From an optimization exercise on the open Yosys and OpenROAD flow, aimed at small area; shortcuts taken in it are not production practice. In this exercise RTL edits were held to simulation tests only and were not proved equivalent to the original. Power is estimated from default activity; no workload was simulated.

Design Display_Top, start of the top module:
module Display_Top (
    input  logic       iClk,
    input  logic       iRst,
    input  logic [9:0] iX_Pixel,
    input  logic [9:0] iY_Pixel,
    input  logic       iDE,
    input  logic [3:0] iCam_R,
    input  logic [3:0] iCam_G,
    input  logic [3:0] iCam_B,
    input  logic       iIs_Cam_Region,
    input  logic [11:0] iBg_RGB,
    input  logic [5:0] iP1_Pos,
    input  logic [5:0] iP2_Pos,
    input  logic [3:0] iMin10,
    input  logic [3:0] iMin1,
    input  logic [3:0] iSec10,
    input  logic [3:0] iSec1,
    input  logic [2:0] iGame_State,
    input  logic       iWait_P1,
    input  logic       iWait_P2,
    input  logic [1:0] score_p1,
    input  logic [1:0] score_p2,
    output logic [3:0] oFinal_R,
    output logic [3:0] oFinal_G,
    output logic [3:0] oFinal_B
);
    logic is_text, is_main;
    Text_Display U_TEXT (
        .x       (iX_Pixel),
        .y       (iY_Pixel),
        .min10   (iMin10),
        .min1    (iMin1),
        .sec10   (iSec10),
        .sec1    (iSec1),
        .state   (iGame_State),
        .wait_p1 (iWait_P1),
        .wait_p2 (iWait_P2),
        .score_p1(score_p1),
        .score_p2(score_p2),
        .is_text (is_text),
        .is_main (is_main)
    );
    logic is_p1, is_p2;
    Game_Piece_Display U_PIECE (
        .iClk   (iClk),
        .iRst   (iRst),
        .iX     (iX_Pixel),
        .iY     (iY_Pixel),
        .iP1_Pos(iP1_Pos),
        .iP2_Pos(iP2_Pos),
        .oIs_P1 (is_p1),
        .oIs_P2 (is_p2)
    );
    always_comb begin
        if (!iDE)                 {oFinal_R, oFinal_G, oFinal_B} = 12'h000;
        else if (is_text)         {oFinal_R, oFinal_G, oFinal_B} = is_main ? 12'hfff : 12'h000;
        else if (is_p1)           {oFinal_R, oFinal_G, oFinal_B} = 12'hf00;
        else if (is_p2)           {oFinal_R, oFinal_G, oFinal_B} = 12'h00f;
        else if (iIs_Cam_Region)  {oFinal_R, oFinal_G, oFinal_B} = {iCam_R, iCam_G, iCam_B};
        else                      {oFinal_R, oFinal_G, oFinal_B} = iBg_RGB;
    end
endmodule
==> flow/config.mk <==
export PLATFORM = sky130hd
export DESIGN_NAME = Display_Top
export DESIGN_NICKNAME = Display_Top
export VERILOG_FILES = /design/flow/design.v
export SDC_FILE = /design/flow/constraint.sdc
export NUM_CORES = 4
export LEC_CHECK = 0
export CAP_MARGIN = 5
export CORE_MARGIN = 2
export CORE_UTILIZATION = 50
export CTS_BUF_LIST = sky130_fd_sc_hd__clkbuf_8
export CTS_CLUSTER_SIZE = 30
export PLACE_DENSITY = 0.65
export SLEW_MARGIN = 5
==> flow/constraint.sdc <==
create_clock -name core_clock -period 15.0 [get_ports {iClk}]
set_input_delay 3.0000 -clock core_clock [delete_from_list [all_inputs] [get_ports {iClk}]]
set_output_delay 3.0000 -clock core_clock [all_outputs]
set_load 0.01 [all_outputs]
standard.sh (not shown) runs the stock make flow with config.mk's settings and CLKGATE_MAP_FILE= SYNTH_SCRIPT=/design/flow/synth_recipe.tcl, a recipe that flattens the netlist after the stock synthesis.
==> flow/flow/run.sh <==
#!/bin/bash
# Own layout flow: the standard layout (standard.sh) with
#  - an area-oriented ABC script in synthesis, and no full/half-adder cell extraction
#    (ADDER_MAP_FILE empty) so that ABC maps all the logic;
#  - the smallest buffer (buf_1) on each port.
# Each step's full output goes to a log file in this folder.
set -euo pipefail
W=$(pwd)
sed "s#@ABC_SCRIPT@#$W/flow/abc_area.script#" flow/abc_proc.tcl > own_synth.tcl
cat synth_recipe.tcl >> own_synth.tcl
bash standard.sh SYNTH_SCRIPT="$W/own_synth.tcl" ADDER_MAP_FILE= \
  "BUFFER_PORTS_ARGS=-buffer_cell sky130_fd_sc_hd__buf_1" finish > layout.log 2>&1
==> flow/flow/abc_area.script <==
strash
&get -n
&deepsyn -J 40
&put
dch
amap
topo
==> flow/flow/abc_proc.tcl <==
# Own flow: the standard synthesis (synth_recipe.tcl, appended below) with ORFS's
# delay-oriented ABC mapping replaced by an area-oriented one (deepsyn, then amap). Only the combinational
# logic between the registers is re-mapped; the registers are those of the standard synthesis.
proc abc {args} {
  set kept {}
  set skip 0
  foreach a $args {
    if {$skip} { set skip 0; continue }
    if {$a in {-script -constr -D}} { set skip 1; continue }
    lappend kept $a
  }
  yosys abc -script @ABC_SCRIPT@ {*}$kept
}
The starting point passed the timing, design-rule and antenna checks.
Then changed:
- CAP_MARGIN: 5 -> 20
- CTS_CLUSTER_SIZE: 30 -> default
- SLEW_MARGIN: 5 -> 20
=> The new run finished clean; flip-flop and latch count does not change; clock power stays flat; via count rises by 0.31%; critical path depth does not change; global-route usage stays the same; die area does not change; maximum frequency hardly moves; wire length barely changes; non-clock buffer count is unchanged; register-to-register slack barely changes; utilization barely changes.

-- port drivers added, routing unchanged --
The flow's constraints put no driver on any port. The routed layouts listed below were extracted and timed again, unchanged, in two steps. Step 1: set_driving_cell puts a clkbuf_16 on iClk and a buf_2 on each other input, an assumption about the parent block. Step 2 moves the port delays by t, midway between the first and last clock arrival at a register: inputs arrive t later, outputs are due t later. That takes back most of the time a late clock gives input paths. a / b / c = ideal ports / drivers / drivers and shift; a / b = the first two.
| run | t (ns) | setup slack, ns | worst register clock-pin slew, ns | worst data-port slew with drivers (ns) |
|---|---|---|---|---|
| the first run | 0.397 | 0.709 / 0.687 / 0.687 | 0.08 / 0.08 | 0.06 |
| the second run | 0.401 | 0.732 / 0.710 / 0.710 | 0.08 / 0.08 | 0.06 |
After both steps setup and hold are still met in every run listed.
